Source: an optimization exercise on an open RTL-to-GDS flow (aim: small area). Production flows keep margins and buffers that such runs may drop. The RTL was checked by simulation tests, not by an equivalence proof against the original design. Power and IR drop assume default switching activity.

<file path="flow/flow/run.sh">
#!/bin/bash
# Own layout flow:
#  1. the standard synthesis (standard.sh synth), unchanged;
#  2. its combinational logic mapped again for area with Yosys and ABC
#     (remap.tcl, remap.abc); every register and tie cell stays as it is;
#  3. the standard layout from floorplan to finish on that netlist, with
#     the clock tree built without dummy loads (CTS_ARGS).
# Each tool's output goes to a log file of its own in the work folder.
set -euo pipefail
WORK=$(pwd)
RES=$WORK/orfs/results/$FLOW_PLATFORM/crypto_dimension/base
PLAT=$FLOW_HOME/platforms/$FLOW_PLATFORM

bash standard.sh synth > 1_synth_standard.log 2>&1
cp "$RES/1_2_yosys.v" "$WORK/1_2_yosys_standard.v"

export REMAP_LIB=$PLAT/lib/sky130_fd_sc_hd__tt_025C_1v80.lib
export REMAP_IN=$WORK/1_2_yosys_standard.v
export REMAP_TOP=$FLOW_TOP
export REMAP_ABC=$WORK/flow/remap.abc
export REMAP_OUT=$RES/1_2_yosys.v
export REMAP_DONT_USE="$(sed -n '/DONT_USE_CELLS += /,/^$/p' "$PLAT/config.mk" | tr -d '\\' | sed 's/export DONT_USE_CELLS += //' | tr '\n' ' ')"
yosys -c flow/remap.tcl > 1_remap.log 2>&1
rm -f "$RES/1_synth.odb" "$RES/1_synth.sdc"

# plain buffers on the ports (the delay cells the default picks are larger)
export BUFFER_PORTS_ARGS="-buffer_cell sky130_fd_sc_hd__buf_1"
export CTS_ARGS="-sink_clustering_enable -repair_clock_nets -sink_clustering_size 40 -sink_clustering_max_diameter 55 -buf_list sky130_fd_sc_hd__clkbuf_16 -dont_use_dummy_load"
bash standard.sh > 2_layout.log 2>&1
</file>
<file path="flow/flow/remap.abc">
strash
&get -n
&deepsyn -T 300
&put
dch -f
amap
mfs2
strash
dch -f
amap
topo
</file>
<file path="flow/flow/remap.tcl">
# Re-map the combinational logic of the standard synthesis netlist for area.
# Every register and tie cell is kept as it is (same instance, name and cell).
yosys -import
set lib $::env(REMAP_LIB)
read_liberty -ignore_miss_func $lib
read_verilog -noblackbox $::env(REMAP_IN)
hierarchy -top $::env(REMAP_TOP)
# the sequential and tie cells stay as they are
blackbox =sky130_fd_sc_hd__*df* =sky130_fd_sc_hd__*dl* =sky130_fd_sc_hd__conb_*
setattr -set keep 1 t:sky130_fd_sc_hd__*df* t:sky130_fd_sc_hd__*dl* t:sky130_fd_sc_hd__conb_*
flatten
opt_clean -purge
opt_expr
opt_clean -purge
set du {}
foreach c $::env(REMAP_DONT_USE) { lappend du -dont_use $c }
abc -liberty $lib {*}$du -script $::env(REMAP_ABC)
opt_clean -purge
splitnets
opt_clean -purge
hilomap -singleton -hicell sky130_fd_sc_hd__conb_1 HI -locell sky130_fd_sc_hd__conb_1 LO
insbuf -buf sky130_fd_sc_hd__buf_4 A X
opt_clean -purge
select -module $::env(REMAP_TOP)
stat -liberty $lib
write_verilog -noattr -nohex -nodec -selected $::env(REMAP_OUT)
</file>
<file path="flow/standard.sh">
#!/bin/bash
# synth_recipe.tcl (not shown) runs the flow's synth.tcl, then flattens the netlist and writes it again
# the make line also repeats each setting of config.mk as NAME=value (left out here)
make -C /OpenROAD-flow-scripts/flow DESIGN_CONFIG=/design/flow/config.mk WORK_HOME=/design/flow/orfs CLKGATE_MAP_FILE= SYNTH_SCRIPT=/design/flow/synth_recipe.tcl "${@:-finish}"
</file>
<file path="flow/config.mk">
export PLATFORM = sky130hd
export DESIGN_NAME = crypto_dimension
export DESIGN_NICKNAME = crypto_dimension
export VERILOG_FILES = /design/flow/design.v
export SDC_FILE = /design/flow/constraint.sdc
export NUM_CORES = 8
export LEC_CHECK = 0
export ABC_AREA = 1
export CAP_MARGIN = 0
export CORE_MARGIN = 2
export CORE_UTILIZATION = 60
export PLACE_DENSITY = 0.72
export SLEW_MARGIN = 0
</file>
<file path="flow/constraint.sdc">
create_clock -name core_clock -period 250.0 [get_ports {clk}]
set_input_delay 50.0000 -clock core_clock [delete_from_list [all_inputs] [get_ports {clk}]]
set_output_delay 50.0000 -clock core_clock [all_outputs]
set_load 0.01 [all_outputs]
</file>
<file path="flow/design.v">
module debouncer(
    input clk,
    input rst,
    input btnIn,
    output wire btnOut,
    output wire btnNext      
);
    reg [2:0] cnt;
    reg btnO;
    assign btnOut = btnO;
    assign btnNext = ~btnIn & (cnt == 3'd7);
    always @(posedge clk) begin
        if (~rst) begin
            cnt <= 0;
            btnO <= 1'b0;
        end else begin
            btnO <= btnNext;
            if (btnIn)
                cnt <= (cnt == 3'd7) ? cnt : cnt + 3'd1;
            else
                cnt <= 0;
        end
    end
endmodule
module debouncer_long(
    input clk,
    input rst,
    input btnIn,
    output wire btnOut,
    output wire btnOutLong
);
    reg [4:0] cnt;
    reg btnO;
    reg btnL;
    assign btnOut = btnO;
    assign btnOutLong = btnL;
    always @(posedge clk) begin
        if (~rst) begin
            cnt <= 0;
            btnO <= 1'b0;
            btnL <= 1'b0;
        end else begin
            btnO <= ~btnIn & (cnt >= 5'd7);
            btnL <= ~btnIn & (cnt == 5'd21);
            if (btnIn)
                cnt <= (cnt == 5'd21) ? cnt : cnt + 5'd1;
            else
                cnt <= 0;
        end
    end
endmodule
module sonic(
    input clk,
    input rst,
    input ech,
    output trg,
    output [10:0] dist_cm,
    output [3:0] dist_m,
    output [5:0] dist_ft,
    output [8:0] dist_in
);
    reg [10:0] period_cnt;
    reg counting;
    reg [5:0] rem;
    reg [2:0] r5;
    reg [7:0] t;
    reg [2:0] hold_r5;
    reg [7:0] hold_t;
    function [10:0] times5_plus;
        input [7:0] a;
        input [2:0] b;
        reg [10:0] x, y, z;
        reg cc;
        integer j;
        begin
            x = {1'b0, a, 2'b00};
            y = {3'b000, a};
            z = 0;
            cc = 1'b0;
            for (j = 0; j < 11; j = j + 1) begin
                z[j] = x[j] ^ y[j] ^ cc;
                cc = (x[j] & y[j]) | (x[j] & cc) | (y[j] & cc);
            end
            times5_plus = z + {8'd0, b};
        end
    endfunction
    assign trg = (period_cnt != 0) && (period_cnt[10:4] == 0) && (period_cnt[3:0] <= 4'd10);
    assign dist_cm = times5_plus(hold_t, hold_r5);
    assign dist_m = hold_t / 5'd20;
    assign dist_ft = hold_t / 3'd6;
    assign dist_in = {hold_t, hold_r5 >= 3'd3};
    always @(posedge clk) begin
        if (~counting) begin
            hold_t <= t;
            hold_r5 <= r5;
        end
    end
    always @(posedge clk) begin
        if (~rst) begin
            period_cnt <= 0;
            counting <= 1'b0;
            r5 <= 0;
            t <= 0;
        end else begin
            period_cnt <= (period_cnt == 11'd1999) ? 11'd0 : period_cnt + 11'd1;
            if (ech) begin
                counting <= 1'b1;
                if (~counting) begin
                    rem <= 6'd1;
                    r5 <= 0;
                    t <= 0;
                end else if (rem == 6'd57) begin
                    rem <= 0;
                    if (r5 == 3'd4) begin
                        r5 <= 0;
                        t <= t + 8'd1;
                    end else begin
                        r5 <= r5 + 3'd1;
                    end
                end else begin
                    rem <= rem + 6'd1;
                end
            end else begin
                counting <= 1'b0;
            end
        end
    end
endmodule
module seg_dis(
    input [2:0] offset,
    input [1:0] data_left,
    input [1:0] data_type,
    input [18:0] value_to_display,
    output [7:0] segment,
    output [7:0] anode
);
    function [3:0] add3;
        input [3:0] x;
        begin
            case (x)
                4'd5: add3 = 4'd8;
                4'd6: add3 = 4'd9;
                4'd7: add3 = 4'd10;
                4'd8: add3 = 4'd11;
                4'd9: add3 = 4'd12;
                default: add3 = x;
            endcase
        end
    endfunction
    reg [23:0] bcd;
    reg [3:0] what_number;
    reg [2:0] equal_position;
    reg [3:0] digit;
    reg [7:0] seg_val;
    integer i, j;
    assign anode = ~(8'd1 << offset);
    assign segment = seg_val;
    always @(*) begin
        bcd = 0;
        for (i = 18; i >= 0; i = i - 1) begin
            for (j = 0; j < 6; j = j + 1)
                bcd[4*j +: 4] = add3(bcd[4*j +: 4]);
            bcd = {bcd[22:0], value_to_display[i]};
        end
        if (bcd[23:20] != 0)      equal_position = 6;
        else if (bcd[19:16] != 0) equal_position = 5;
        else if (bcd[15:12] != 0) equal_position = 4;
        else if (bcd[11:8] != 0)  equal_position = 3;
        else if (bcd[7:4] != 0)   equal_position = 2;
        else                      equal_position = 1;
        case (offset)
            3'd0: digit = bcd[3:0];
            3'd1: digit = bcd[7:4];
            3'd2: digit = bcd[11:8];
            3'd3: digit = bcd[15:12];
            3'd4: digit = bcd[19:16];
            default: digit = bcd[23:20];
        endcase
        if (data_left == 0) begin
            if (offset > equal_position) begin
                if (offset - 3'd1 == equal_position) begin
                    if (data_type == 0)
                        what_number = 11;
                    else if (data_type == 1)
                        what_number = 12;
                    else
                        what_number = 13;
                end else begin
                    what_number = 15;
                end
            end else if (offset == equal_position) begin
                what_number = 10;
            end else begin
                what_number = digit;
            end
        end else begin
            what_number = 14;
        end
    end
    always @(*) begin
        case (what_number)
            4'b0000: seg_val = 8'b11000000;  
            4'b0001: seg_val = 8'b11111001;  
            4'b0010: seg_val = 8'b10100100;  
            4'b0011: seg_val = 8'b10110000;  
            4'b0100: seg_val = 8'b10011001;  
            4'b0101: seg_val = 8'b10010010;  
            4'b0110: seg_val = 8'b10000010;  
            4'b0111: seg_val = 8'b11111000;  
            4'b1000: seg_val = 8'b10000000;  
            4'b1001: seg_val = 8'b10010000;  
            4'b1010: seg_val = 8'b10110111;  
            4'b1011: seg_val = 8'b11000111;  
            4'b1100: seg_val = 8'b10001000;  
            4'b1101: seg_val = 8'b11000001;  
            4'b1110: seg_val = 8'b10111111;  
            default: seg_val = 8'b11111111;  
        endcase
    end
endmodule
module crypto_dimension(
    input clk,
    input btns,
    input btnr,
    input btnd,
    input btnl,
    input btnu,
    input rst,
    input echo,
    input [15:0] sw,
    output led16_b,
    output led16_g,
    output led16_r,
    output led17_b,
    output led17_g,
    output led17_r,
    output trig,
    output [15:0] Led,
    output wire [7:0] seg,
    output wire [7:0] an
);
    wire [10:0] good_data;
    wire [3:0] dist_m;
    wire [5:0] dist_ft;
    wire [8:0] dist_in;
    wire s, r, d, l, u, d_long;
    wire r_next, l_next;
    reg rst_seen;
    reg [2:0] offset;
    reg [1:0] dat;
    reg [15:0] pw;
    reg auth;
    reg [15:0] enc_mask;
    reg [1:0] units;
    reg [1:0] dimension;
    reg [1:0] measurements_left;
    reg [1:0] dimension_id;
    reg [10:0] dim0, dim1, dim2;
    reg [1:0] l16;       
    reg l17_blue;        
    localparam [2:0] SEL_ZERO = 3'd0, SEL_A = 3'd1, SEL_B = 3'd2,
                     SEL_ORIG = 3'd3, SEL_SEC = 3'd4, SEL_FIRST = 3'd5;
    reg [6:0] storage_id;
    reg storage_full;
    reg [6:0] current;
    reg orig_valid;
    reg [18:0] orig_data;
    reg [18:0] sec_data;
    reg [18:0] first_data;
    reg [18:0] buf_a;
    reg [18:0] buf_b;
    reg [2:0] disp_sel;
    reg [2:0] next_sel;
    reg next_fetch;      
    reg [1880:0] ring;   
    reg [6:0] rot;
    reg pend_a;          
    reg pend_b;          
    reg [6:0] pend_slot;     
    reg [18:0] mul_lo;
    assign Led = sw & {16{auth}};
    assign led16_b = l16[1];
    assign led16_g = l16[0];
    assign led16_r = 1'b0;
    assign led17_b = (|l16) & l17_blue;
    assign led17_g = (|l16) & ~l17_blue;
    assign led17_r = 1'b0;
    function [18:0] mul19x11;
        input [18:0] x;
        input [10:0] y;
        reg [18:0] s, cy, pp, t;
        reg cc;
        integer i, j;
        begin
            s = x & {19{y[0]}};
            cy = 0;
            for (i = 1; i < 11; i = i + 1) begin
                pp = (x << i) & {19{y[i]}};
                t = s ^ cy ^ pp;
                cy = ((s & cy) | (s & pp) | (cy & pp)) << 1;
                s = t;
            end
            cc = 1'b0;
            for (j = 0; j < 19; j = j + 1) begin
                mul19x11[j] = s[j] ^ cy[j] ^ cc;
                cc = (s[j] & cy[j]) | (s[j] & cc) | (cy[j] & cc);
            end
        end
    endfunction
    function [6:0] add_mod99;
        input [6:0] a;
        input [6:0] b;
        reg [7:0] sum;
        reg cc;
        integer j;
        begin
            cc = 1'b0;
            for (j = 0; j < 7; j = j + 1) begin
                sum[j] = a[j] ^ b[j] ^ cc;
                cc = (a[j] & b[j]) | (a[j] & cc) | (b[j] & cc);
            end
            sum[7] = cc;
            add_mod99 = (sum >= 8'd99) ? sum - 8'd99 : sum[6:0];
        end
    endfunction
    function [6:0] up_target;
        input [6:0] c;
        input [6:0] size;
        begin
            if (c == 7'd0 || c == 7'd127)
                up_target = size - 7'd1;
            else
                up_target = c - 7'd1;
        end
    endfunction
    reg rl, unlock, set_pw, auth_n, uu, ss, commit;
    reg [15:0] orig_lo;
    reg [6:0] sid_m1, size, c1, c2, cur_n, sid_inc, sid_n, size_n, x_n, newest_n, second_n;
    reg full_n;
    reg [1:0] id_a, id_b;
    reg [10:0] fac, d0n, d1n, d2n, mc;
    reg [1:0] ml_la, id_la;
    reg [10:0] ma_la, mb_la, mul_y;
    reg [18:0] mul_x, mul_out, hist_val;
    reg [2:0] sel_jump, disp_n, next_n, fetch_to;
    reg next_fetch_n, load_a, load_b;
    reg [6:0] add_a, slot;
    reg [18:0] tap;
    reg [6:0] slot_a, wslot;
    reg wr_a, wr_b, wr;
    reg [18:0] wdata;
    integer k;
    always @(*) begin
        rl = (r | l) & auth & rst;
        orig_lo = orig_valid ? orig_data[15:0] : 16'd0;
        set_pw = d_long & auth;
        unlock = d & ~auth & (pw == sw);
        auth_n = d ? unlock : auth;
        uu = u & auth_n & rst;
        ss = s & auth_n & rst;
        sid_m1 = storage_id - 7'd1;
        size = storage_full ? 7'd100 : storage_id;
        c1 = rl ? sid_m1 : current;
        c2 = uu ? up_target(c1, size) : c1;
        case (units)
            2'd0: fac = {7'd0, dist_m};
            2'd1: fac = good_data;
            2'd2: fac = {5'd0, dist_ft};
            default: fac = {2'd0, dist_in};
        endcase
        id_a = rl ? 2'd0 : dimension_id;
        d0n = (ss && id_a == 2'd0) ? fac : dim0;
        d1n = (ss && id_a == 2'd1) ? fac : dim1;
        d2n = (ss && id_a == 2'd2) ? fac : dim2;
        id_b = id_a + 2'd1;
        commit = ss && (id_b >= measurements_left);
        ml_la = dimension + 2'd1;
        id_la = (rl || ((r_next | l_next) && auth_n)) ? 2'd0 : dimension_id;
        if (ml_la == 2'd1)
            ma_la = (id_la == 2'd0) ? 11'd1 : dim0;
        else
            ma_la = (id_la == 2'd0) ? dim1 : dim0;
        if (ml_la == 2'd1)
            mb_la = 11'd1;
        else if (ml_la == 2'd2)
            mb_la = (id_la == 2'd2) ? dim1 : 11'd1;
        else
            mb_la = (id_la == 2'd2) ? dim1 : dim2;
        mc = (id_a < measurements_left || measurements_left == 2'd0) ? fac : 11'd1;
        mul_x = s ? mul_lo : {8'd0, ma_la};
        mul_y = s ? mc : mb_la;
        mul_out = mul19x11(mul_x, mul_y);
        sid_inc = (storage_id == 7'd99) ? 7'd0 : storage_id + 7'd1;
        sid_n = commit ? sid_inc : storage_id;
        full_n = storage_full | (commit && storage_id == 7'd99);
        size_n = full_n ? 7'd100 : sid_n;
        cur_n = ss ? ((sid_n != 7'd0) ? sid_n - 7'd1 : 7'd0) : c2;
        if (storage_id >= 7'd2 || (storage_id == 7'd1 && storage_full))
            sel_jump = SEL_SEC;
        else if (storage_id == 7'd1 || storage_full)
            sel_jump = SEL_ORIG;
        else
            sel_jump = SEL_ZERO;
        if (ss)
            disp_n = (sid_n == 7'd0) ? SEL_FIRST : SEL_ORIG;
        else if (uu && rl)
            disp_n = sel_jump;
        else if (uu)
            disp_n = next_sel;
        else if (rl)
            disp_n = (storage_id == 7'd0) ? SEL_ZERO : SEL_ORIG;
        else
            disp_n = disp_sel;
        x_n = up_target(cur_n, size_n);
        newest_n = (sid_n == 7'd0) ? 7'd99 : sid_n - 7'd1;
        second_n = (newest_n == 7'd0) ? 7'd99 : newest_n - 7'd1;
        if (commit)
            add_a = (storage_id == 7'd0) ? 7'd2 : (storage_id == 7'd99) ? 7'd1 : storage_id + 7'd1;
        else
            add_a = x_n;
        slot = add_mod99(add_a, rot);
        tap = 19'd0;
        for (k = 0; k < 13; k = k + 1)
            if (slot[6:3] == k)
                tap = ring[152*k +: 19];
        fetch_to = (disp_n == SEL_A) ? SEL_B : SEL_A;
        next_fetch_n = 1'b0;
        load_a = 1'b0;
        load_b = 1'b0;
        if (ss) begin
            if (commit)
                next_n = (sid_n >= 7'd2 || (sid_n == 7'd1 && full_n)) ? SEL_SEC : SEL_ORIG;
            else
                next_n = sel_jump;
        end else if (rl && !uu) begin
            next_n = sel_jump;
        end else if (uu || next_fetch) begin
            if (x_n == 7'd127)
                next_n = SEL_ZERO;
            else if (x_n == newest_n)
                next_n = SEL_ORIG;
            else if (x_n == second_n)
                next_n = SEL_SEC;
            else if (x_n == 7'd0)
                next_n = SEL_FIRST;
            else begin
                next_n = fetch_to;
                if (slot[2:0] == 3'd0) begin
                    load_a = (fetch_to == SEL_A);
                    load_b = (fetch_to == SEL_B);
                end else begin
                    next_fetch_n = 1'b1;
                end
            end
        end else begin
            next_n = next_sel;
        end
        case (disp_sel)
            SEL_A: hist_val = buf_a;
            SEL_B: hist_val = buf_b;
            SEL_ORIG: hist_val = orig_data;
            SEL_SEC: hist_val = sec_data;
            SEL_FIRST: hist_val = first_data;
            default: hist_val = 19'd0;
        endcase
        slot_a = (pend_slot >= 7'd98) ? 7'd0 : pend_slot + 7'd1;
        wr_a = pend_a && (slot_a[3:0] == 4'd0);
        wr_b = pend_b && (pend_slot[3:0] == 4'd0);
        wr = wr_a | wr_b;
        wslot = wr_a ? slot_a : pend_slot;
        wdata = wr_a ? orig_data : sec_data;
    end
    genvar p;
    generate
        for (p = 0; p < 99; p = p + 1) begin : ring_slot
            if (p % 16 == 0) begin : ins
                always @(posedge clk)
                    ring[19*p +: 19] <= (wr && wslot[6:4] == p / 16) ? wdata
                                                                     : ring[19*((p + 98) % 99) +: 19];
            end else begin : sh
                always @(posedge clk)
                    ring[19*p +: 19] <= ring[19*(p - 1) +: 19];
            end
        end
    endgenerate
    always @(posedge clk) begin
        rot <= (rot >= 7'd98) ? 7'd0 : rot + 7'd1;
        mul_lo <= mul_out;
        pend_slot <= commit ? slot : slot_a;
        if (~rst) begin
            pend_a <= 1'b0;
            pend_b <= 1'b0;
        end else if (commit) begin
            pend_a <= (storage_id != 7'd0);
            pend_b <= pend_a & ~wr_a;
        end else begin
            pend_a <= pend_a & ~wr_a;
            pend_b <= pend_b & ~wr_b;
        end
        if (load_a)
            buf_a <= tap;
        if (load_b)
            buf_b <= tap;
    end
    always @(posedge clk) begin
        if (rst) begin
            measurements_left <= dimension + 2'd1;
            if (commit) begin
                orig_data <= mul_out;
                sec_data <= orig_data;
                if (storage_id == 7'd0)
                    first_data <= mul_out;
            end
        end
    end
    always @(posedge clk) begin
        if (~rst) begin
            rst_seen <= 1'b1;
            offset <= 3'd7;
            dat <= 0;
            pw <= 0;
            auth <= 1'b0;
            enc_mask <= 0;
            units <= 0;
            dimension <= 0;
            dimension_id <= 0;
            dim0 <= 0;
            dim1 <= 0;
            dim2 <= 0;
            l16 <= 0;
            storage_id <= 0;
            storage_full <= 1'b0;
            current <= 7'd127;
            orig_valid <= 1'b0;
            disp_sel <= SEL_ZERO;
            next_sel <= SEL_ZERO;
            next_fetch <= 1'b0;
        end else begin
            rst_seen <= 1'b0;
            offset <= rst_seen ? 3'd7 : offset + 3'd1;
            if (units[1] ? (l16 == 2'b10) : (l16 == 2'b01)) begin
                l16 <= 2'b00;
            end else begin
                l16 <= units[1] ? 2'b10 : 2'b01;
                l17_blue <= units[1] ^ units[0];
            end
            if (r && auth)
                units <= sw[1:0];
            if (l && auth)
                dimension <= dimension + 2'd1;
            if (set_pw)
                pw <= sw;
            auth <= auth_n;
            if (rst_seen)
                enc_mask <= 16'd5000;
            else if (d)
                enc_mask <= unlock ? 16'd0 : {5'd0, good_data} ^ orig_lo;
            if (ss) begin
                dim0 <= d0n;
                dim1 <= d1n;
                dim2 <= d2n;
                dat <= measurements_left - id_b;
                dimension_id <= commit ? 2'd0 : id_b;
            end else begin
                dimension_id <= id_a;
            end
            if (commit) begin
                orig_valid <= 1'b1;
                storage_id <= sid_n;
                storage_full <= full_n;
            end
            current <= cur_n;
            disp_sel <= disp_n;
            next_sel <= next_n;
            next_fetch <= next_fetch_n;
        end
    end
    debouncer dbs(clk, rst, btns, s, );
    debouncer dbr(clk, rst, btnr, r, r_next);
    debouncer dbl(clk, rst, btnl, l, l_next);
    debouncer dbu(clk, rst, btnu, u, );
    debouncer_long dbd(clk, rst, btnd, d, d_long);
    sonic MEASUREMENT(clk, rst, echo, trig, good_data, dist_m, dist_ft, dist_in);
    seg_dis DISP_SEG(offset, dat, dimension, hist_val ^ {3'd0, enc_mask}, seg, an);
endmodule
</file>
==> out/qor.yml, run 1 <==
timing:
  final.period_utilization_pct: 40.2
  slew_headroom_pct: 19.7
  finalSetupViolations: 0
  rsz0062_at_grt: "false"
  fin_crit_ps: 100550
  fmax_ghz: 0.00995
  max_slew.worst_pin.slew_ps: 1200
  fin_ws_ps: 149450
  hold_ws_ps: 259
  setup_tns_ps: 0
  slew_violations: 0
  skew_ps: 142
  hold_viol_final: 0
min_path:
  hold_path.class: "reg2reg"
  worstHoldStart: "ring[858]"
  hold_end: "ring[877]"
  worstHoldPathCells: 0
clock_network:
  htreeDepth: 3
  clockBufferDepth: 3
  holdBufCountCts: 0
  clkTransAtPathRegs_ps: 120
  postCtsSetupRepairBufs: 0
  clock-root-buffer: "clkbuf_16"
  cts_resized: 0
  cts_tree: "done"
  cts_buffers: 111
  clock-sinks: 2180
  clk_latency_ps: 760
placed_design:
  dp_cells: 6493
  globalplace.congestion: 0.897
  portBuffers: 59
  dp_slack_ps: 149440
  dp_hpwl_mm: 82.8
final_layout:
  final_common_cell: "dfxtp_1"
  layout-drive-gt1-share_pct: 3.93
  final_cells: 6605
  nNetsFinal: 5343
  area_growth_pct: 8.70
  layout_common_cells: "dfxtp_1, nor2_1, nand2_1"
setup_path:
  ff2ff_path_depth: 66
  cpMostUsedCell: "buf_1"
  endpoint_kind: "output port"
  worst-path-max-fanout: 5
  crit_slowest_cell: "clkinv_1"
  cp.arrival_ps: 50550
  start_kind: "primary input"
  critPathRequiredTime_ps: 200000
  r2r_start: "dbd.btnO"
  crit_chain: "buf_1 > clkinv_1 > nor2_1 > buf_1"
  reg2reg_to: "buf_a[3]"
  slowest_delay_ps: 170
  crit_type: "in2out"
  startpoint: "sw[0]"
  regToRegSetupSlack_ps: 233450
synthesis:
  syn_area_um2: 59800
  ys_warn_count: 5
  syn-instance-count: 5081
  syn_area_per_cell_um2: 11.8
floorplan:
  coreArea_um2: 98600
  die_x_um: 320
  ios: 63
  die_h_um: 320
  die-area_um2: 102000
  rows: 115
  initial_core_util_pct: 60.7
route:
  drtIter0Drc: 2843
  vias_per_cell: 5.46
  vias: 36100
  ant_nets: 0
  totalWireLength_mm: 126
  wire_per_inst_um: 19.1
  drtPass1Iterations: 6
  drc: 0
pwr:
  peakVddDrop_v: 0.0000109
  powerDensity_nw_per_um2: 8.69
  p_leak_nw: 24.5
run_status:
  status: "timing/DRC/antenna clean"
run:
  cap_violations: 0
grt:
  overflow: 0
  grt_pass1_vias: 33800
  grt_max_degree: 55
  grt_pass1_wl_mm: 193
  grt_usage_pct: 24.5
  antenna_found_initial: 3
## area by class of cell
type                            count  area (um2)
Timing Repair Buffer              127         733
Sequential cell                  2180       44800
Antenna cell                        1        2.50
Fill cell                        7313       33500
Inverter                          294        1100
Multi-Input combinational cell   2605       14000
Tap cell                         1287        1610
Clock buffer                      111        2780
## routing by layer
layer,up-vias,wire length (um),track usage [%]
met5,-,10,0
met4,2,4110,7.63
met3,238,6400,3.17
met2,918,57100,39.8
met1,16900,58700,34.3
li1,18000,-,-
## metrics by stage
| stage | power (W) | area [um2] | util [%] |
|---|---|---|---|
| 3_3_place_gp | 0.000394 | 62300 | 63.2 |
| 6_report | 0.000565 | 65000 | 66.0 |
| 3_5_place_dp | 0.000395 | 62300 | 63.2 |
| 2_1_floorplan | 0.000386 | 59800 | - |
| 4_1_cts | 0.000568 | 65000 | 66.0 |
| 5_1_grt | 0.000586 | 65000 | 66.0 |
## where the power goes
| group | leakage (nW) | total [W] | internal (W) | switching [W] |
|---|---|---|---|---|
| clock | 1.37 | 0.000177 | 0.0000786 | 0.0000988 |
| sequential | 17.8 | 0.000352 | 0.000351 | 0.00000123 |
| combinational | 5.38 | 0.0000356 | 0.0000116 | 0.0000240 |
## how the worst max path moves through the flow
stage | to | slack [ps] | cells past startpoint
floorplan | Led[1] | 149730 | 2
global placement | Led[0] | 149470 | 4
detailed placement | Led[0] | 149440 | 4
CTS | Led[0] | 149440 | 4
global route | Led[0] | 149410 | 4
finish | Led[0] | 149450 | 4
## registers in the layout, indices dropped and copies added (netlist names), 5 cells and up
register,count
dbd.cnt,5
dim1,11
buf_a,19
dim0,11
ring,1881
MEASUREMENT.hold_t,8
current,7
mul_lo,19
orig_data,19
storage_id,7
MEASUREMENT.period_cnt,11
MEASUREMENT.rem,6
enc_mask,16
sec_data,19
dim2,11
buf_b,19
MEASUREMENT.t,8
pend_slot,7
pw,16
first_data,19
rot,7
## worst max-delay path: cells and delay by family
kind | cells | cell delay (ps)
simple gates | 1 | 140
buf+inv | 3 | 400
==> inputs of run 2 (changes only) <==
--- a/flow/flow/run.sh
+++ b/flow/flow/run.sh
@@ -26,4 +26,4 @@
 # plain buffers on the ports (the delay cells the default picks are larger)
 export BUFFER_PORTS_ARGS="-buffer_cell sky130_fd_sc_hd__buf_1"
-export CTS_ARGS="-sink_clustering_enable -repair_clock_nets -sink_clustering_size 40 -sink_clustering_max_diameter 55 -buf_list sky130_fd_sc_hd__clkbuf_16 -dont_use_dummy_load"
+export CTS_ARGS="-sink_clustering_enable -repair_clock_nets -sink_clustering_size 20 -sink_clustering_max_diameter 50 -buf_list sky130_fd_sc_hd__clkbuf_8 -dont_use_dummy_load"
 bash standard.sh > 2_layout.log 2>&1
==> out/qor.yml, run 2 <==
grt:
  grt_pass1_vias: 33900
  grt_pass1_wl_mm: 191
  grt_usage_pct: 24.4
  antenna_found_initial: 6
  overflow: 0
  grt_max_degree: 55
clock_network:
  clock-root-buffer: "clkbuf_8"
  cts_tree: "done"
  clockBufferDepth: 3
  htreeDepth: 4
  clk_latency_ps: 870
  postCtsSetupRepairBufs: 0
  clock-sinks: 2180
  clkTransAtPathRegs_ps: 110
  cts_resized: 0
  holdBufCountCts: 0
  cts_buffers: 144
route:
  totalWireLength_mm: 125
  drtPass1Iterations: 6
  drtIter0Drc: 2703
  vias: 36100
  vias_per_cell: 5.44
  ant_nets: 0
  wire_per_inst_um: 18.9
  drc: 0
pwr:
  p_leak_nw: 24.2
  peakVddDrop_v: 0.0000105
  powerDensity_nw_per_um2: 8.34
floorplan:
  initial_core_util_pct: 60.7
  coreArea_um2: 98600
  die_x_um: 320
  die-area_um2: 102000
  die_h_um: 320
  ios: 63
  rows: 115
run_status:
  status: "timing/DRC/antenna clean"
final_layout:
  largest_register_ff_count: 1881
  layout_common_cells: "dfxtp_1, nor2_1, nand2_1"
  seqCellArea_um2: 44800
  final_common_cell: "dfxtp_1"
  multi_input_area_um2: 14000
  nNetsFinal: 5376
  layout-drive-gt1-share_pct: 4.52
  regMostFlops: "ring"
  fill_cells: 7435
  area_growth_pct: 7.39
min_path:
  hold_path.class: "reg2reg"
placed_design:
  portBuffers: 59
  globalplace.congestion: 0.897
  dp_slack_ps: 149440
  dp_hpwl_mm: 82.8
timing:
  slew_headroom_pct: 19.8
  fin_ws_ps: 149440
  finalSetupViolations: 0
  hold_viol_final: 0
  skew_ps: 133
  slew_violations: 0
  final.period_utilization_pct: 40.2
  fin_crit_ps: 100560
  max_slew.worst_pin.slew_ps: 1200
  fmax_ghz: 0.00994
  rsz0062_at_grt: "false"
  setup_tns_ps: 0
synthesis:
  syn_area_um2: 59800
  ys_warn_count: 5
  syn_area_per_cell_um2: 11.8
  syn-instance-count: 5081
setup_path:
  cp.arrival_ps: 50560
  endpoint_kind: "output port"
  start_kind: "primary input"
  critPathRequiredTime_ps: 200000
  worst-path-max-fanout: 5
  crit_type: "in2out"
run:
  cap_violations: 0
-- run 2: power breakdown --
| part | internal, W | total (W) | switching (W) | leakage [nW] |
|---|---|---|---|---|
| logic | 0.0000116 | 0.0000356 | 0.0000240 | 5.38 |
| registers | 0.000351 | 0.000352 | 0.00000121 | 17.8 |
| clock network | 0.0000519 | 0.000148 | 0.0000958 | 1.04 |
-- run 2: metal layers --
metal	global-route usage (%)	part of all wire, %
met5	0	0.018
met4	8.97	3.4
met2	38.6	45
met3	4.08	5.8
met1	33.9	46
-- run 2: area by class of cell --
type	count	area share [%]
Timing Repair Buffer	127	1.14
Multi-Input combinational cell	2605	21.8
Tap cell	1287	2.51
Antenna cell	5	0.0195
Clock buffer	144	3.08
Sequential cell	2180	69.7
Inverter	294	1.72
-- run 2: final timing paths --
| path | from | end | slack, ps | cells past startpoint |
|---|---|---|---|---|
| setup / recovery | sw[0] | Led[0] | 149440 | 4 |
| hold / removal | ring[889] | ring[908] | 280 | 0 |
| setup reg to reg | dbd.btnO | buf_a[3] | 233390 | 66 |
| hold reg to reg | ring[889] | ring[908] | 280 | 0 |
-- run 2: worst max-delay path, stage by stage --
cell and delay (ps):
buf_1 70, clkinv_1 180, nor2_1 150, buf_1 160
-- run 2: stage by stage --
stage	area (um2)	hold slack, ps	std cells	power [W]	util, %
after global placement	62300	310	6493	0.000394	63.2
after CTS	64200	268	6637	0.000539	65.2
after global routing	64300	284	6641	0.000557	65.2
after floorplan	59800	310	5082	0.000386	-
final	64300	281	6642	0.000536	65.2
after detailed placement	62300	312	6493	0.000395	63.2
==> inputs of run 3 (changes only) <==
--- a/flow/design.v
+++ b/flow/design.v
@@ -289,16 +289,31 @@
         input [18:0] x;
         input [10:0] y;
-        reg [18:0] s, cy, pp, t;
-        reg cc;
+        reg [18:0] s, cy, pp, t, negs;
+        reg [11:0] ye;
+        reg one, two, neg, cc;
         integer i, j;
         begin
-            s = x & {19{y[0]}};
+            ye = {y, 1'b0};
+            s = 0;
             cy = 0;
-            for (i = 1; i < 11; i = i + 1) begin
-                pp = (x << i) & {19{y[i]}};
+            negs = 0;
+            for (i = 0; i < 6; i = i + 1) begin
+                one = ye[2*i] ^ ye[2*i+1];
+                if (i < 5) begin
+                    two = (ye[2*i+2] & ~ye[2*i+1] & ~ye[2*i]) | (~ye[2*i+2] & ye[2*i+1] & ye[2*i]);
+                    neg = ye[2*i+2];
+                end else begin
+                    two = ye[11] & ye[10];
+                    neg = 1'b0;
+                end
+                pp = ((({19{one}} & x) | ({19{two}} & (x << 1))) ^ {19{neg}}) << (2*i);
+                negs[2*i] = neg;
                 t = s ^ cy ^ pp;
                 cy = ((s & cy) | (s & pp) | (cy & pp)) << 1;
                 s = t;
             end
+            t = s ^ cy ^ negs;
+            cy = ((s & cy) | (s & negs) | (cy & negs)) << 1;
+            s = t;
             cc = 1'b0;
             for (j = 0; j < 19; j = j + 1) begin
==> flow/flow/remap.abc (replaced) <==
strash
&get -n
&fraig -x
&put
dch -f
amap
mfs2
strash
dch -f
amap
topo
==> out/qor.yml, run 3 <==
clock_network:
  clk_latency_ps: 850
  postCtsSetupRepairBufs: 0
  holdBufCountCts: 0
  htreeDepth: 4
  clkTransAtPathRegs_ps: 110
  cts_tree: "done"
  cts_resized: 0
  clockBufferDepth: 3
  cts_buffers: 147
  clock-root-buffer: "clkbuf_8"
  clock-sinks: 2180
timing:
  finalSetupViolations: 0
  skew_ps: 118
  fin_crit_ps: 100490
  slew_headroom_pct: 14.2
  fmax_ghz: 0.00995
  max_slew.worst_pin.slew_ps: 1270
  setup_tns_ps: 0
  slew_violations: 0
  hold_viol_final: 0
  rsz0062_at_grt: "false"
  final.period_utilization_pct: 40.2
  hold_ws_ps: 274
route:
  totalWireLength_mm: 124
  vias_per_cell: 5.44
  drtIter0Drc: 2913
  drtPass1Iterations: 7
  vias: 36200
  drc: 0
  ant_nets: 0
  wire_per_inst_um: 18.6
run:
  cap_violations: 0
setup_path:
  cp.arrival_ps: 50490
  crit_slowest_cell: "nor2b_1"
  crit_type: "in2out"
  crit_chain: "buf_1 > nor2b_1 > buf_1"
  slowest_delay_ps: 170
  cpMostUsedCell: "buf_1"
  start_kind: "primary input"
  endpoint_kind: "output port"
  critPathRequiredTime_ps: 200000
  ff2ff_path_depth: 58
  worst-path-max-fanout: 4
floorplan:
  ios: 63
  die-area_um2: 102000
  die_h_um: 320
  die_x_um: 320
  coreArea_um2: 98600
  initial_core_util_pct: 60.7
  rows: 115
pwr:
  seqPwrFrac_pct: 66.1
  combinationalPowerShare_pct: 6.0
  p_sw_share_pct: 22.2
  peakVddDrop_v: 0.00000758
  p_leak_nw: 23.7
  p_int_w: 0.000415
  p_sw_w: 0.000119
  powerDensity_nw_per_um2: 8.30
  clkPwrFrac_pct: 27.9
  power_w: 0.000534
grt:
  antenna_found_initial: 3
  grt_max_degree: 58
  grt_pass1_vias: 33400
  grt_pass1_wl_mm: 189
  overflow: 0
  grt_usage_pct: 24.0
synthesis:
  syn-instance-count: 5100
  syn_area_per_cell_um2: 11.7
  ys_warn_count: 5
  syn_area_um2: 59800
placed_design:
  dp_cells: 6512
  globalplace.congestion: 0.910
  portBuffers: 59
  dp_hpwl_mm: 81.8
final_layout:
  area_growth_pct: 7.46
  final_common_cell: "dfxtp_1"
  layout-drive-gt1-share_pct: 4.49
  largest_register_ff_count: 1881
  regMostFlops: "ring"
  nNetsFinal: 5398
  final_util_pct: 65.2
  layout_common_cells: "dfxtp_1, nor2_1, clkinv_1"
  final_cells: 6662
run_status:
  status: "timing/DRC/antenna clean"
min_path:
  hold_path.class: "reg2reg"
  worstHoldPathCells: 0
run 3: layout make-up:
class | count | area (um2)
fill | 7496 | 34300
clock buffer | 147 | 2020
tap | 1287 | 1610
inverter | 337 | 1260
multi-input combinational | 2581 | 13900
antenna | 3 | 7.51
sequential | 2180 | 44800
timing repair buffer | 127 | 733
run 3: worst paths after layout:
path	endpoint	from	slack, ps
worst min register to register	ring[1746]	ring[1727]	270
worst max-delay path	Led[9]	sw[9]	149510
worst min-delay path	ring[1746]	ring[1727]	270
worst max register to register	buf_a[16]	auth	235820
run 3: routing by layer:
layer  GRT usage [%]  share of wire [%]
met5               0                  0
met4            6.90                2.3
met3            3.69                4.9
met2            39.2                 46
met1            33.5                 47
run 3: power by group through the flow:
stage	combinational, W	clock [W]	sequential (W)
floorplan	0.0000240	0	0.000360
CTS	0.0000319	0.000153	0.000353
global route	0.0000361	0.000166	0.000353
finish	0.0000320	0.000149	0.000353
global placement	0.0000306	0	0.000360
detailed placement	0.0000317	0	0.000361
run 3: metrics by stage:
step / worst slack [ps] / cell area, um2
6_report: 149510 / 64300
5_1_grt: 149420 / 64300
4_1_cts: 149510 / 64300
3_5_place_dp: 149510 / 62300
3_3_place_gp: 149520 / 62300
2_1_floorplan: 149730 / 59800
run 3: worst max-delay path: cells and delay by family:
family / cells / cell delay, ps
buffers and inverters: 2 / 320
and+or+nand+nor: 1 / 170
==> inputs of run 4 (changes only) <==
==> flow/flow/remap.abc (replaced) <==
strash
&get -n
&deepsyn -T 120
&put
dch -f
amap -m -F 4 -A 8
mfs2
strash
dch -f
amap -m -F 4 -A 8
topo
==> out/qor.yml, run 4 <==
run_status:
  status: "timing/DRC/antenna clean"
clock_network:
  cts_resized: 0
  clockBufferDepth: 3
  clk_latency_ps: 850
  holdBufCountCts: 0
  postCtsSetupRepairBufs: 0
  clkTransAtPathRegs_ps: 110
  clock-root-buffer: "clkbuf_8"
  clock-sinks: 2180
  htreeDepth: 4
  cts_buffers: 150
  cts_tree: "done"
route:
  vias_per_cell: 5.49
  totalWireLength_mm: 125
  drtIter0Drc: 2742
  drtPass1Iterations: 6
  wire_per_inst_um: 19.3
  drc: 0
  ant_nets: 0
  vias: 35400
final_layout:
  layout_common_cells: "dfxtp_1, nor2_1, o21ai_0"
  area_growth_pct: 7.50
  layout-drive-gt1-share_pct: 4.70
  final_util_pct: 64.8
  final_common_cell: "dfxtp_1"
  finalInstanceArea_um2: 63500
  regMostFlops: "ring"
  fill_cells: 7329
  largest_register_ff_count: 1881
  nNetsFinal: 5180
placed_design:
  dp_slack_ps: 149410
  dp_hpwl_mm: 80.7
  portBuffers: 59
  dpl-instance-area_um2: 61400
  globalplace.congestion: 0.947
setup_path:
  start_kind: "primary input"
  worst-path-max-fanout: 4
  critPathRequiredTime_ps: 200000
  endpoint_kind: "output port"
  cp.arrival_ps: 50600
  crit_type: "in2out"
run:
  cap_violations: 0
timing:
  final.period_utilization_pct: 40.2
  slew_headroom_pct: 18.7
  slew_violations: 0
  hold_viol_final: 0
  skew_ps: 119
  finalSetupViolations: 0
  rsz0062_at_grt: "false"
  max_slew.worst_pin.slew_ps: 1220
  setup_tns_ps: 0
  fin_ws_ps: 149400
  fin_crit_ps: 100600
  fmax_ghz: 0.00994
grt:
  grt_max_degree: 57
  grt_usage_pct: 24.4
  grt_pass1_vias: 33400
  antenna_found_initial: 1
  overflow: 0
  grt_pass1_wl_mm: 190
pwr:
  p_leak_nw: 23.4
  peakVddDrop_v: 0.00000888
  powerDensity_nw_per_um2: 8.46
floorplan:
  coreArea_um2: 98000
  die_x_um: 318
  die-area_um2: 101000
  initial_core_util_pct: 60.3
  rows: 115
  die_h_um: 318
  ios: 63
synthesis:
  syn_area_per_cell_um2: 12.1
  syn_area_um2: 59100
  syn-instance-count: 4889
  ys_warn_count: 5
min_path:
  hold_path.class: "reg2reg"
-- run 4: final cells by class --
type / instances / area (um2) / share of cell area, %
diodes: 3 / 7.51 / 0.0118
clock buffers: 150 / 2060 / 3.25
inverters: 325 / 1220 / 1.92
multi-input cells: 2382 / 13100 / 20.7
flip-flops and latches: 2180 / 44800 / 70.5
well taps: 1287 / 1610 / 2.54
repair buffers: 117 / 658 / 1.04
-- run 4: report_power, final --
part | switching [W] | internal [W]
logic | 0.0000231 | 0.0000117
registers | 0.000000669 | 0.000351
clock network | 0.0000974 | 0.0000539
-- run 4: metal layers --
metal  vias up  wire (um)  GRT usage (%)
met5         -          0              0
met4         0       3550           8.20
met3       222       6690           3.69
met2       938      54900           38.5
met1     16600      59400           34.7
li1      17600          -              -
-- run 4: worst paths after layout --
| check | depth (start not counted) | slack, ps | start | end |
|---|---|---|---|---|
| setup / recovery | 4 | 149400 | sw[0] | Led[0] |
| hold / removal | 0 | 250 | ring[439] | ring[458] |
| setup reg to reg | 63 | 234260 | pw[1] | buf_b[4] |
| hold reg to reg | 0 | 250 | ring[439] | ring[458] |
-- run 4: through the flow --
stage | hold WS [ps] | power (W) | instances
floorplan | 310 | 0.000385 | 4890
global placement | 309 | 0.000392 | 6291
detailed placement | 312 | 0.000393 | 6291
CTS | 252 | 0.000540 | 6441
global route | 251 | 0.000558 | 6443
finish | 253 | 0.000537 | 6444
-- run 4: critical path: stages --
cell      delay, ps
buf_1           100
clkinv_1        170
nor2_1          140
buf_1           190
==> inputs of run 5 (changes only) <==
--- a/flow/flow/run.sh
+++ b/flow/flow/run.sh
@@ -26,4 +26,4 @@
 # plain buffers on the ports (the delay cells the default picks are larger)
 export BUFFER_PORTS_ARGS="-buffer_cell sky130_fd_sc_hd__buf_1"
-export CTS_ARGS="-sink_clustering_enable -repair_clock_nets -sink_clustering_size 20 -sink_clustering_max_diameter 50 -buf_list sky130_fd_sc_hd__clkbuf_8 -dont_use_dummy_load"
+export CTS_ARGS="-sink_clustering_enable -repair_clock_nets -sink_clustering_size 22 -sink_clustering_max_diameter 55 -buf_list sky130_fd_sc_hd__clkbuf_8 -dont_use_dummy_load"
 bash standard.sh > 2_layout.log 2>&1
==> flow/flow/remap.abc (replaced) <==
strash
&get -n
&fraig -x
&put
dch -f
amap
mfs2
strash
dch -f
amap
topo
==> out/qor.yml, run 5 <==
setup_path:
  crit_chain: "buf_1 > clkinv_1 > nor2_1 > buf_1"
  crit_buf_inv: 3
  slowest_delay_ps: 160
  ff2ff_path_depth: 58
  start_kind: "primary input"
  critPathTopFamily: "buffers and inverters"
  endpoint_kind: "output port"
  crit_slowest_cell: "buf_1"
  cpMostUsedCell: "buf_1"
  worst-path-max-fanout: 3
  cp.arrival_ps: 50490
  worst-path-stages: 4
  crit_type: "in2out"
  critPathRequiredTime_ps: 200000
final_layout:
  layout-drive-gt1-share_pct: 4.24
  fill_cells: 7509
  final_common_cell: "dfxtp_1"
  final_cells: 6648
  final_util_pct: 65.0
  seqCellArea_um2: 44800
  largest_register_ff_count: 1881
  multi_input_area_um2: 13900
  nNetsFinal: 5384
  regMostFlops: "ring"
  area_growth_pct: 7.14
  layout_common_cells: "dfxtp_1, nor2_1, clkinv_1"
placed_design:
  dp_hpwl_mm: 81.8
  globalplace.congestion: 0.910
  portBuffers: 59
  dp_cells: 6512
grt:
  grt_pass1_vias: 33400
  grt_pass1_wl_mm: 189
  grt_max_degree: 58
  overflow: 0
  antenna_found_initial: 2
  grt_usage_pct: 24.0
timing:
  hold_ws_ps: 256
  skew_ps: 94.5
  setup_tns_ps: 0
  finalSetupViolations: 0
  slew_violations: 0
  hold_viol_final: 0
  final.period_utilization_pct: 40.2
  slew_headroom_pct: 14.3
  fin_crit_ps: 100490
  fmax_ghz: 0.00995
  max_slew.worst_pin.slew_ps: 1270
  rsz0062_at_grt: "false"
floorplan:
  die-area_um2: 102000
  ios: 63
  coreArea_um2: 98600
  rows: 115
  initial_core_util_pct: 60.7
  die_h_um: 320
  die_x_um: 320
route:
  wire_per_inst_um: 18.6
  wl_met2_mm: 56.6
  ant_nets: 0
  totalWireLength_mm: 124
  vias: 36200
  drtIter0Drc: 2962
  routed.top_layer: "met4"
  drtPass1Iterations: 7
  vias_per_cell: 5.45
  drc: 0
  wl_met3_mm: 6.20
  m1WireLength_mm: 57.8
pwr:
  combinationalPowerShare_pct: 6.1
  seqPwrFrac_pct: 66.8
  p_sw_w: 0.000117
  powerDensity_nw_per_um2: 8.23
  peakVddDrop_v: 0.00000761
  p_int_w: 0.000410
  power_w: 0.000528
  clkPwrFrac_pct: 27.1
  p_sw_share_pct: 22.2
  p_leak_nw: 23.6
clock_network:
  holdBufCountCts: 0
  postCtsSetupRepairBufs: 0
  cts_buffers: 133
  clkTransAtPathRegs_ps: 110
  clockBufferDepth: 3
  clock-root-buffer: "clkbuf_8"
  clock-sinks: 2180
  htreeDepth: 4
  cts_tree: "done"
  clk_latency_ps: 840
  cts_resized: 0
min_path:
  hold_path.class: "reg2reg"
  worstHoldPathCells: 0
run_status:
  status: "timing/DRC/antenna clean"
synthesis:
  syn_area_per_cell_um2: 11.7
  syn-instance-count: 5100
  syn_area_um2: 59800
  ys_warn_count: 5
run:
  cap_violations: 0
## run 5: worst paths after layout
path	startpoint	end	slack, ps
min	ring[1651]	ring[1670]	260
max reg2reg	auth	buf_b[16]	235760
max	sw[15]	Led[15]	149510
min reg2reg	ring[1651]	ring[1670]	260
## run 5: power groups by stage
stage                     combinational [W]  sequential, W  clock (W)
after floorplan                   0.0000240       0.000360          0
after global placement            0.0000306       0.000360          0
after detailed placement          0.0000317       0.000361          0
after CTS                         0.0000319       0.000353   0.000147
after global routing              0.0000361       0.000353   0.000159
final                             0.0000320       0.000353   0.000143
## run 5: routing by layer
layer / up-vias / track usage, %
met2: 961 / 38.9
met3: 202 / 3.26
met4: 0 / 7.60
met5: - / 0
met1: 16900 / 33.5
li1: 18100 / -
## run 5: layout make-up
cell class	instances	share of cell area [%]
Timing Repair Buffer	127	1.14
Antenna cell	3	0.0117
Multi-Input combinational cell	2581	21.6
Inverter	337	1.97
Tap cell	1287	2.51
Sequential cell	2180	69.9
Clock buffer	133	2.86
## run 5: stage by stage
step,cell area [um2],setup slack [ps]
after detailed placement,62300,149510
after floorplan,59800,149730
after global placement,62300,149520
after CTS,64100,149510
final,64100,149510
after global routing,64100,149420
==> inputs of run 6 (changes only) <==
--- a/flow/flow/run.sh
+++ b/flow/flow/run.sh
@@ -26,4 +26,4 @@
 # plain buffers on the ports (the delay cells the default picks are larger)
 export BUFFER_PORTS_ARGS="-buffer_cell sky130_fd_sc_hd__buf_1"
-export CTS_ARGS="-sink_clustering_enable -repair_clock_nets -sink_clustering_size 22 -sink_clustering_max_diameter 55 -buf_list sky130_fd_sc_hd__clkbuf_8 -dont_use_dummy_load"
+export CTS_ARGS="-sink_clustering_enable -repair_clock_nets -sink_clustering_size 21 -sink_clustering_max_diameter 55 -buf_list sky130_fd_sc_hd__clkbuf_8 -dont_use_dummy_load"
 bash standard.sh > 2_layout.log 2>&1
==> out/qor.yml, run 6 <==
clock_network:
  clock-sinks: 2180
  clkTransAtPathRegs_ps: 110
  clock-root-buffer: "clkbuf_8"
  postCtsSetupRepairBufs: 0
  cts_resized: 0
  cts_buffers: 137
  clk_latency_ps: 820
  holdBufCountCts: 0
  cts_tree: "done"
  clockBufferDepth: 3
  htreeDepth: 4
route:
  totalWireLength_mm: 124
  drtPass1Iterations: 9
  drtIter0Drc: 2887
  vias_per_cell: 5.45
  wire_per_inst_um: 18.6
  ant_nets: 0
  drc: 0
  vias: 36300
final_layout:
  nNetsFinal: 5388
  layout-drive-gt1-share_pct: 4.31
  largest_register_ff_count: 1881
  layout_common_cells: "dfxtp_1, nor2_1, clkinv_1"
  regMostFlops: "ring"
  final_common_cell: "dfxtp_1"
  multi_input_area_um2: 13900
  finalInstanceArea_um2: 64200
  fill_cells: 7529
  seqCellArea_um2: 44800
  area_growth_pct: 7.24
floorplan:
  die-area_um2: 102000
  ios: 63
  initial_core_util_pct: 60.7
  die_h_um: 320
  rows: 115
  die_x_um: 320
  coreArea_um2: 98600
setup_path:
  cp.arrival_ps: 50490
  slowest_delay_ps: 160
  crit_type: "in2out"
  crit_buf_inv: 3
  start_kind: "primary input"
  critPathTopFamily: "buffers and inverters"
  endpoint_kind: "output port"
  cpMostUsedCell: "buf_1"
  crit_slowest_cell: "buf_1"
  worst-path-max-fanout: 3
  critPathRequiredTime_ps: 200000
  crit_chain: "buf_1 > clkinv_1 > nor2_1 > buf_1"
timing:
  skew_ps: 96.1
  final.period_utilization_pct: 40.2
  fmax_ghz: 0.00995
  finalSetupViolations: 0
  slew_violations: 0
  slew_headroom_pct: 13.0
  rsz0062_at_grt: "false"
  hold_viol_final: 0
  max_slew.worst_pin.slew_ps: 1290
  fin_crit_ps: 100490
  setup_tns_ps: 0
placed_design:
  globalplace.congestion: 0.910
  dp_hpwl_mm: 81.8
  dpl-instance-area_um2: 62300
  portBuffers: 59
run_status:
  status: "timing/DRC/antenna clean"
grt:
  overflow: 0
  met2_usage_pct: 39.0
  use_met3_pct: 3.34
  grt_use_met1_pct: 33.5
  antenna_found_initial: 3
  grt_usage_pct: 24.0
  grt_pass1_vias: 33400
  grt_max_degree: 58
  grt_busiest_layer: "met2"
  grt_pass1_wl_mm: 189
pwr:
  seqPwrFrac_pct: 66.6
  powerDensity_nw_per_um2: 8.25
  peakVddDrop_v: 0.00000761
  p_leak_nw: 23.7
  combinationalPowerShare_pct: 6.0
  clkPwrFrac_pct: 27.4
  p_sw_w: 0.000118
  p_int_w: 0.000412
  p_sw_share_pct: 22.3
synthesis:
  syn_area_um2: 59800
  syn-instance-count: 5100
  syn_area_per_cell_um2: 11.7
  ys_warn_count: 5
min_path:
  hold_path.class: "reg2reg"
run:
  cap_violations: 0
## run 6: worst paths after layout
check | from | end | slack, ps | cells past startpoint
worst max-delay path | sw[15] | Led[15] | 149510 | 4
worst max register to register | auth | buf_b[16] | 235790 | 58
worst min register to register | ring[1670] | ring[1689] | 280 | 0
worst min-delay path | ring[1670] | ring[1689] | 280 | 0
## run 6: area by class of cell
type | count | area share (%)
Antenna cell | 6 | 0.0234
Clock buffer | 137 | 2.94
Inverter | 337 | 1.97
Multi-Input combinational cell | 2581 | 21.6
Sequential cell | 2180 | 69.8
Tap cell | 1287 | 2.51
Timing Repair Buffer | 127 | 1.14
## run 6: layer usage
layer | up-vias | wire (um)
met5 | - | 0
met4 | 0 | 2800
met2 | 953 | 56800
met3 | 182 | 6290
li1 | 18100 | -
met1 | 17000 | 58100
## run 6: through the flow
| step | hold slack, ps | util (%) | setup WS, ps | cells | total power (W) |
|---|---|---|---|---|---|
| after detailed placement | 312 | 63.2 | 149510 | 6512 | 0.000392 |
| after global placement | 310 | 63.2 | 149520 | 6512 | 0.000391 |
| after global routing | 280 | 65.1 | 149420 | 6652 | 0.000550 |
| after CTS | 280 | 65.1 | 149510 | 6649 | 0.000533 |
| after floorplan | 310 | - | 149730 | 5101 | 0.000384 |
| final | 278 | 65.1 | 149510 | 6655 | 0.000530 |
## run 6: power groups by stage
| stage | registers, W | clock network [W] | logic (W) |
|---|---|---|---|
| 2_1_floorplan | 0.000360 | 0 | 0.0000240 |
| 3_3_place_gp | 0.000360 | 0 | 0.0000306 |
| 3_5_place_dp | 0.000361 | 0 | 0.0000317 |
| 4_1_cts | 0.000353 | 0.000148 | 0.0000319 |
| 5_1_grt | 0.000353 | 0.000161 | 0.0000361 |
| 6_report | 0.000353 | 0.000145 | 0.0000320 |
## run 6: worst register-to-register path: cells and delay by family (launching register included)
family,cells,cell delay [ps]
AND/OR/NAND/NOR,30,5090
AO/OA/AOI/OAI,15,4260
buffers and inverters,13,4100
flip-flops,1,500
==> inputs of run 7 (changes only) <==
==> flow/flow/remap.abc (replaced) <==
strash
&get -n
&deepsyn -T 120
&put
dch -f
amap -m -F 4 -A 8
mfs2
strash
dch -f
amap -m -F 4 -A 8
topo
==> out/qor.yml, run 7 <==
final_layout:
  fill_cells: 7344
  multi_input_area_um2: 13100
  largest_register_ff_count: 1881
  area_growth_pct: 7.20
  final_common_cell: "dfxtp_1"
  seqCellArea_um2: 44800
  layout_common_cells: "dfxtp_1, nor2_1, o21ai_0"
  layout-drive-gt1-share_pct: 4.45
  final_util_pct: 64.6
  regMostFlops: "ring"
  nNetsFinal: 5167
floorplan:
  ios: 63
  die_x_um: 318
  die_h_um: 318
  rows: 115
  die-area_um2: 101000
  coreArea_um2: 98000
  initial_core_util_pct: 60.3
placed_design:
  globalplace.congestion: 0.947
  dp_slack_ps: 149410
  portBuffers: 59
  dp_hpwl_mm: 80.7
min_path:
  worstHoldStart: "ring[515]"
  worstHoldPathCells: 0
  hold_path.class: "reg2reg"
  hold_end: "ring[534]"
setup_path:
  worst-path-max-fanout: 4
  crit_chain: "buf_1 > clkinv_1 > nor2_1 > buf_1"
  endpoint_kind: "output port"
  critPathTopFamily: "buffers and inverters"
  cpMostUsedCell: "buf_1"
  crit_slowest_cell: "buf_1"
  crit_type: "in2out"
  ff2ff_path_depth: 61
  critPathRequiredTime_ps: 200000
  regToRegSetupSlack_ps: 234220
  reg2reg_to: "buf_b[1]"
  cp.arrival_ps: 50600
  r2r_start: "pw[1]"
  crit_buf_inv: 3
  slowest_delay_ps: 190
  start_kind: "primary input"
timing:
  hold_viol_final: 0
  fin_crit_ps: 100600
  slew_violations: 0
  finalSetupViolations: 0
  rsz0062_at_grt: "false"
  skew_ps: 98.8
  setup_tns_ps: 0
  final.period_utilization_pct: 40.2
  fin_ws_ps: 149400
  max_slew.worst_pin.slew_ps: 1230
  fmax_ghz: 0.00994
  slew_headroom_pct: 18.0
synthesis:
  syn_area_per_cell_um2: 12.1
  syn_area_um2: 59100
  ys_warn_count: 5
  syn-instance-count: 4889
grt:
  overflow: 0
  grt_max_degree: 57
  grt_pass1_vias: 33300
  grt_usage_pct: 24.4
  antenna_found_initial: 1
  grt_pass1_wl_mm: 190
run_status:
  status: "timing/DRC/antenna clean"
route:
  wire_per_inst_um: 19.3
  ant_nets: 0
  totalWireLength_mm: 124
  drtIter0Drc: 3012
  vias: 35400
  drc: 0
  drtPass1Iterations: 6
  vias_per_cell: 5.51
clock_network:
  cts_resized: 0
  cts_tree: "done"
  cts_buffers: 137
  clockBufferDepth: 3
  htreeDepth: 4
  postCtsSetupRepairBufs: 0
  clock-sinks: 2180
  clock-root-buffer: "clkbuf_8"
  clkTransAtPathRegs_ps: 110
  clk_latency_ps: 860
  holdBufCountCts: 0
pwr:
  powerDensity_nw_per_um2: 8.39
  p_leak_nw: 23.3
  power_w: 0.000532
  peakVddDrop_v: 0.00000889
run:
  cap_violations: 0
-- run 7: worst max path at each step --
stage | slack, ps | cells past startpoint | endpoint | startpoint
final | 149400 | 4 | Led[0] | sw[0]
after global routing | 149300 | 4 | Led[0] | sw[0]
after CTS | 149410 | 4 | Led[0] | sw[0]
after detailed placement | 149410 | 4 | Led[0] | sw[0]
after global placement | 149410 | 4 | Led[0] | sw[0]
after floorplan | 149750 | 2 | Led[12] | sw[12]
-- run 7: stage by stage --
stage | area, um2 | cells | hold slack, ps
after global placement | 61400 | 6291 | 309
final | 63300 | 6430 | 249
after global routing | 63300 | 6430 | 246
after floorplan | 59100 | 4890 | 310
after CTS | 63300 | 6428 | 256
after detailed placement | 61400 | 6291 | 312
-- run 7: metal layers --
layer	up-vias	part of all wire [%]	global-route usage (%)
li1	17600	-	-
met1	16700	47	34.5
met2	951	44	38.4
met3	213	5.5	3.76
met4	0	2.9	8.44
met5	-	0	0
-- run 7: worst reg2reg max path: cells and delay by family, from the launching register on --
| kind | cells | cell delay (ps) |
|---|---|---|
| flip-flops | 1 | 360 |
| buffers and inverters | 11 | 3350 |
| AO/OA/AOI/OAI | 28 | 7200 |
| AND/OR/NAND/NOR | 22 | 4620 |
-- run 7: area by class of cell --
type                       instances  area share [%]
sequential                      2180            70.7
multi-input combinational       2382            20.8
clock buffer                     137            2.98
tap                             1287            2.54
inverter                         325            1.93
timing repair buffer             117            1.04
antenna                            2         0.00790
-- run 7: power breakdown --
part           switching, W  internal [W]   total, W
clock             0.0000960     0.0000495   0.000146
sequential      0.000000666      0.000351   0.000351
combinational     0.0000231     0.0000117  0.0000348
==> inputs of run 8 (changes only) <==
--- a/flow/config.mk
+++ b/flow/config.mk
@@ -9,5 +9,5 @@
 export CAP_MARGIN = 0
 export CORE_MARGIN = 2
-export CORE_UTILIZATION = 60
-export PLACE_DENSITY = 0.72
+export CORE_UTILIZATION = 70
+export PLACE_DENSITY = 0.82
 export SLEW_MARGIN = 0
==> out/qor.yml, run 8 <==
setup_path:
  regToRegSetupSlack_ps: 234060
  endpoint_kind: "output port"
  cp.arrival_ps: 50590
  crit_type: "in2out"
  start_kind: "primary input"
  worst-path-max-fanout: 4
  ff2ff_path_depth: 59
  critPathRequiredTime_ps: 200000
  reg2reg_to: "buf_a[6]"
  r2r_start: "pw[1]"
final_layout:
  layout-drive-gt1-share_pct: 4.46
  multi_input_area_um2: 13200
  seqCellArea_um2: 44800
  nNetsFinal: 5166
  area_growth_pct: 6.72
  final_common_cell: "dfxtp_1"
  regMostFlops: "ring"
  layout_common_cells: "dfxtp_1, nor2_1, o21ai_0"
  final_util_pct: 75.4
  finalInstanceArea_um2: 63000
  fill_cells: 5151
  largest_register_ff_count: 1881
grt:
  overflow: 0
  grt_usage_pct: 29.6
  grt_max_degree: 54
  antenna_found_initial: 6
  grt_pass1_wl_mm: 193
  grt_pass1_vias: 33900
route:
  totalWireLength_mm: 128
  drc: 0
  vias: 36100
  wire_per_inst_um: 20.7
  vias_per_cell: 5.80
  drtPass1Iterations: 9
  ant_nets: 0
  drtIter0Drc: 3497
min_path:
  hold_end: "ring[1598]"
  worstHoldPathCells: 0
  worstHoldStart: "ring[1579]"
  hold_path.class: "reg2reg"
clock_network:
  clock-root-buffer: "clkbuf_8"
  clockBufferDepth: 3
  postCtsSetupRepairBufs: 0
  cts_buffers: 132
  holdBufCountCts: 0
  cts_resized: 0
  cts_tree: "done"
  htreeDepth: 4
  clkTransAtPathRegs_ps: 120
  clock-sinks: 2180
  clk_latency_ps: 860
timing:
  skew_ps: 125
  max_slew.worst_pin.slew_ps: 1210
  fmax_ghz: 0.00994
  hold_ws_ps: 240
  rsz0062_at_grt: "false"
  slew_violations: 0
  fin_crit_ps: 100590
  final.period_utilization_pct: 40.2
  finalSetupViolations: 0
  hold_viol_final: 0
  slew_headroom_pct: 19.1
  setup_tns_ps: 0
  fin_ws_ps: 149410
synthesis:
  syn-instance-count: 4889
  ys_warn_count: 5
  syn_area_per_cell_um2: 12.1
  syn_area_um2: 59100
floorplan:
  die_h_um: 294
  initial_core_util_pct: 70.7
  rows: 106
  coreArea_um2: 83600
  die-area_um2: 86700
  ios: 63
  die_x_um: 294
placed_design:
  dp_hpwl_mm: 84.9
  dp_slack_ps: 149420
  globalplace.congestion: 0.911
  dpl-instance-area_um2: 61200
  portBuffers: 59
run_status:
  status: "timing/DRC/antenna clean"
pwr:
  p_leak_nw: 23.3
  powerDensity_nw_per_um2: 8.40
  peakVddDrop_v: 0.0000123
run:
  cap_violations: 0
-- run 8: stage by stage --
stage               cells  total power, W
floorplan            4890        0.000385
CTS                  6220        0.000531
detailed placement   6088        0.000393
finish               6221        0.000529
global placement     6088        0.000392
global route         6221        0.000547
-- run 8: final cells by class --
class                      instances  share of cell area (%)
antenna                            1                 0.00397
clock buffer                     132                    2.88
multi-input combinational       2382                    20.9
tap                             1080                    2.14
inverter                         325                    1.94
timing repair buffer             121                    1.09
sequential                      2180                    71.1
-- run 8: metal layers --
| layer | vias up | routed length [um] | global-route usage [%] |
|---|---|---|---|
| met5 | - | 13 | 0 |
| met4 | 2 | 4990 | 11.7 |
| met1 | 16900 | 55100 | 39.6 |
| met2 | 1304 | 59200 | 48.1 |
| li1 | 17600 | - | - |
| met3 | 308 | 9170 | 5.41 |
-- run 8: power by group --
part	switching, W	total, W	internal, W	leakage [nW]
logic	0.0000229	0.0000346	0.0000117	4.65
clock network	0.0000956	0.000144	0.0000479	0.949
registers	0.000000700	0.000351	0.000351	17.7
total	0.000119	0.000529	0.000410	23.3
-- run 8: critical path, cell delays in order --
cell and delay [ps]:
buf_1 110, clkinv_1 180, nor2_1 130, buf_1 170
-- run 8: worst max-delay path by stage --
| stage | cells past startpoint | endpoint | slack [ps] | startpoint |
|---|---|---|---|---|
| 2_1_floorplan | 2 | Led[12] | 149750 | sw[12] |
| 3_3_place_gp | 4 | Led[1] | 149410 | sw[1] |
| 3_5_place_dp | 4 | Led[1] | 149420 | sw[1] |
| 4_1_cts | 4 | Led[1] | 149420 | sw[1] |
| 5_1_grt | 4 | Led[1] | 149350 | sw[1] |
| 6_report | 4 | Led[0] | 149410 | sw[0] |

==> static timing again, ports no longer ideal <==
No port has a modelled driver above. Below, the same layouts with a new extraction and two added sets of constraints. Step 1 assumes that a clkbuf_16 drives the clock port and a buf_2 every other input. Step 2 adds t to the input delays and takes it off the output delays; t is the mean of the earliest and latest rising clock arrival at the registers after step 1. Input paths then give back, and output paths get back, about the clock's delay inside the block. a / b / c = ideal / step 1 / step 2; a / b = the first two.
| run | shift t [ns] | slack for setup (ns) | clock arrival spread, ns |
|---|---|---|---|
| run 1 | 0.738 | 149.450 / 149.424 / 149.424 | 0.163 / 0.163 |
| run 2 | 0.859 | 149.438 / 149.411 / 149.411 | 0.148 / 0.148 |
| run 3 | 0.858 | 149.509 / 149.486 / 149.486 | 0.125 / 0.125 |
| run 4 | 0.857 | 149.397 / 149.363 / 149.363 | 0.119 / 0.119 |
| run 5 | 0.859 | 149.512 / 149.487 / 149.487 | 0.096 / 0.096 |
| run 6 | 0.849 | 149.512 / 149.487 / 149.487 | 0.117 / 0.117 |
| run 7 | 0.881 | 149.398 / 149.363 / 149.363 | 0.120 / 0.121 |
| run 8 | 0.862 | 149.409 / 149.385 / 149.385 | 0.136 / 0.136 |
After both steps setup and hold are still met in every run listed. The setup slack of run 7, which loses most, moves by -0.035 ns with the drivers and by -0.035 ns with both steps.
